From an optimization exercise on the open Yosys and OpenROAD flow, aimed at small area and a short achievable clock period; shortcuts taken in it are not production practice.
At most, simulation tests tie the RTL to the original design; equivalence was not proved.
Power is estimated from default activity; no workload was simulated.

==> inputs of try-lagoon <==
==> flow/design.v <==
module movavg(
    input logic clk,
    input logic reset,
    input logic [63:0] din,
    output logic [63:0] dout
);
   logic [63:0] t1, t2, r, r_next;
   logic [63:0] cs_s, cs_c;
   assign dout = din + r;
   assign r_next = din + t1 + t2;
   always_ff @(posedge clk) begin
      if (reset) begin
         t1 <= 64'h0;
         t2 <= 64'h0;
         r  <= 64'h0;
      end else begin
         t1 <= din;
         t2 <= t1;
         r  <= r_next;
      end
   end
endmodule
==> flow/flow/run.sh <==
#!/bin/bash
set -euo pipefail
export BUFFER_PORTS_ARGS="-buffer_cell sky130_fd_sc_hd__buf_2"
bash standard.sh > standard_make.log 2>&1
==> flow/standard.sh <==
#!/bin/bash
# synth_recipe.tcl (not shown) runs the flow's synth.tcl, then flattens the netlist and writes it again
# the make line also repeats each setting of config.mk as NAME=value (left out here)
make -C /OpenROAD-flow-scripts/flow DESIGN_CONFIG=/design/flow/config.mk WORK_HOME=/design/flow/orfs CLKGATE_MAP_FILE= SYNTH_SCRIPT=/design/flow/synth_recipe.tcl "${@:-finish}"
==> flow/config.mk <==
export PLATFORM = sky130hd
export DESIGN_NAME = movavg
export DESIGN_NICKNAME = movavg
export VERILOG_FILES = /design/flow/design.v
export SDC_FILE = /design/flow/constraint.sdc
export NUM_CORES = 4
export LEC_CHECK = 0
export CAP_MARGIN = 20
export CORE_MARGIN = 2
export CORE_UTILIZATION = 40
export SETUP_SLACK_MARGIN = 1.5
export SLEW_MARGIN = 20
==> flow/constraint.sdc <==
create_clock -name core_clock -period 7.5 [get_ports {clk}]
set_input_delay 1.5000 -clock core_clock [delete_from_list [all_inputs] [get_ports {clk}]]
set_output_delay 1.5000 -clock core_clock [all_outputs]
set_load 0.01 [all_outputs]
==> try-juniper: changes against try-lagoon <==
==> flow/design.v (replaced) <==
module movavg(
    input logic clk,
    input logic reset,
    input logic [63:0] din,
    output logic [63:0] dout
);
   logic [63:0] s1, s2, s3;
   always_ff @(posedge clk) begin
      if (reset) begin
         s1 <= 64'h0;
         s2 <= 64'h0;
         s3 <= 64'h0;
      end else begin
         s1 <= din;
         s2 <= din + s1;
         s3 <= din + s2;
      end
   end
   assign dout = din + s3;
endmodule
==> flow/run.sh (new file) <==
#!/bin/bash
# synth_recipe.tcl (not shown) runs the flow's synth.tcl, then flattens the netlist and writes it again
# the make line also repeats each setting of config.mk as NAME=value (left out here)
make -C /OpenROAD-flow-scripts/flow DESIGN_CONFIG=/design/flow/config.mk WORK_HOME=/design/flow/orfs CLKGATE_MAP_FILE= SYNTH_SCRIPT=/design/flow/synth_recipe.tcl finish
SETUP_SLACK_MARGIN = default   (was 1.5)
removed: flow/flow/run.sh
removed: flow/standard.sh
==> try-violet: changes against try-lagoon <==
==> flow/design.v (replaced) <==
module movavg(
    input logic clk,
    input logic reset,
    input logic [63:0] din,
    output logic [63:0] dout
);
   logic [63:0] s1, s2, s3;
   always_ff @(posedge clk) begin
      if (reset) begin
         s1 <= 64'h0;
         s2 <= 64'h0;
         s3 <= 64'h0;
      end else begin
         s1 <= din;
         s2 <= din + s1;
         s3 <= din + s2;
      end
   end
   assign dout = din + s3;
endmodule
==> flow_metrics.py <==
metrics = {
    "run_status": {
        "status": "timing/DRC/antenna clean",
    },
    "setup_path": {
        "crit_chain": "buf_2 -> ha_1 -> a211oi_1 -> nor2_1 -> a311oi_2 -> o21a_1 -> o21ai_0 -> a31oi_1 -> o21ai_0 -> a21o_1 -> a21oi_1 -> xnor2_1 -> buf_2",
        "reg2reg_setup_slack_ns": 3.84,
        "r2r-end": "s2[60]",
    },
    "pwr": {
        "p_switching_mw": 1.834,
    },
    "yosys": {
        "synth_xor_area_frac": 0.09457,
        "synthMuxAreaShare": 0.005327,
        "yosys-top-cells-area": "dfxtp_1 24%, ha_1 15%, a21oi_1 7.3%, xnor2_1 5.6%, a21o_1 5.3%",
    },
    "global_route": {
        "grt_pass1_wl_um": 74980,
    },
    "final_layout": {
        "num-nonclk-inverters": 37,
        "fin_area_um2": 17810,
    },
    "timing": {
        "clock.fmax_ghz": 0.1697,
    },
    "placed_design": {
        "dp_slack_ns": 1.380,
    },
    "worst_hold_path": {
        "min_to": "s2[0]",
    },
    "floorplan": {
        "coreArea_um2": 39820,
    },
}
That was try-violet.
==> flow_metrics.py <==
metrics = {
    "run_status": {
        "status": "timing/DRC/antenna clean",
    },
    "timing": {
        "clock.fmax_ghz": 0.1419,
    },
    "setup_path": {
        "crit_chain": "clkdlybuf4s50_1 -> ha_1 -> nand4_1 -> nor3_1 -> o2111ai_1 -> nand4_1 -> a31oi_1 -> o21ba_2 -> o31ai_1 -> a31oi_1 -> xnor2_1 -> clkdlybuf4s50_1",
        "r2r-end": "s2[60]",
    },
    "floorplan": {
        "coreArea_um2": 39820,
    },
    "yosys": {
        "synthMuxAreaShare": 0.005327,
        "synth_xor_area_frac": 0.09457,
    },
    "pwr": {
        "p_switching_mw": 1.839,
    },
    "final_layout": {
        "num-nonclk-inverters": 37,
    },
}
That was try-juniper.
==> flow_metrics.py <==
metrics = {
    "yosys": {
        "synthMuxAreaShare": 0.006809,
        "yosys-top-cells-area": "dfxtp_1 27%, ha_1 11%, fa_1 9.2%, nor2b_1 6.2%, a21oi_1 4.8%",
        "synth_xor_area_frac": 0.06437,
    },
    "setup_path": {
        "crit_chain": "buf_2 -> ha_2 -> fa_2 -> a211oi_2 -> nor2_2 -> o211ai_1 -> o21a_1 -> o22ai_1 -> or3_1 -> a31oi_2 -> o21ai_0 -> xor2_1 -> buf_2",
        "reg2reg_setup_slack_ns": 3.57,
        "r2r-end": "r[59]",
    },
    "run_status": {
        "status": "timing/DRC/antenna clean",
    },
    "timing": {
        "clock.fmax_ghz": 0.1702,
    },
    "final_layout": {
        "fin_area_um2": 15780,
    },
    "pwr": {
        "p_switching_mw": 1.644,
    },
    "global_route": {
        "grt_pass1_wl_um": 61170,
    },
    "placed_design": {
        "dp_slack_ns": 1.234,
    },
    "floorplan": {
        "coreArea_um2": 34710,
    },
    "worst_hold_path": {
        "min_to": "t2[0]",
    },
}
That was try-lagoon.
Only the layout flow was run in try-lagoon; the RTL was not checked for function there.

==> port drivers added, routing unchanged <==
How much do the figures lean on ideal ports? The routed layouts below were timed once more, with nothing changed but the port constraints. Step 1, drivers: a clkbuf_16 drives clk and a buf_2 each remaining input, both assumed. Step 2 times the ports against the registers' clock, not the clock port: input delays grow and output delays shrink by t, the midpoint of the rising clock arrivals with the driver on. a / b / c = no drivers / after step 1 / after step 2; a / b = the first two.
run | t (ns) | setup WS [ns] | worst hold slack (ns) | slew at the worst register clock pin (ns) | worst slew at a driven data input, ns
try-lagoon | 0.502 | 1.625 / 1.604 / 1.604 | 0.472 / 0.472 / 0.472 | 0.08 / 0.08 | 0.05
try-juniper | 0.511 | 0.452 / 0.432 / 0.432 | 0.575 / 0.575 / 0.575 | 0.08 / 0.08 | 0.07
try-violet | 0.522 | 1.607 / 1.587 / 1.587 | 0.579 / 0.579 / 0.579 | 0.08 / 0.08 | 0.09
After both steps every run listed still meets setup and hold. The setup slack of try-lagoon, which loses most, moves by -0.021 ns with the drivers and by -0.021 ns with both steps.
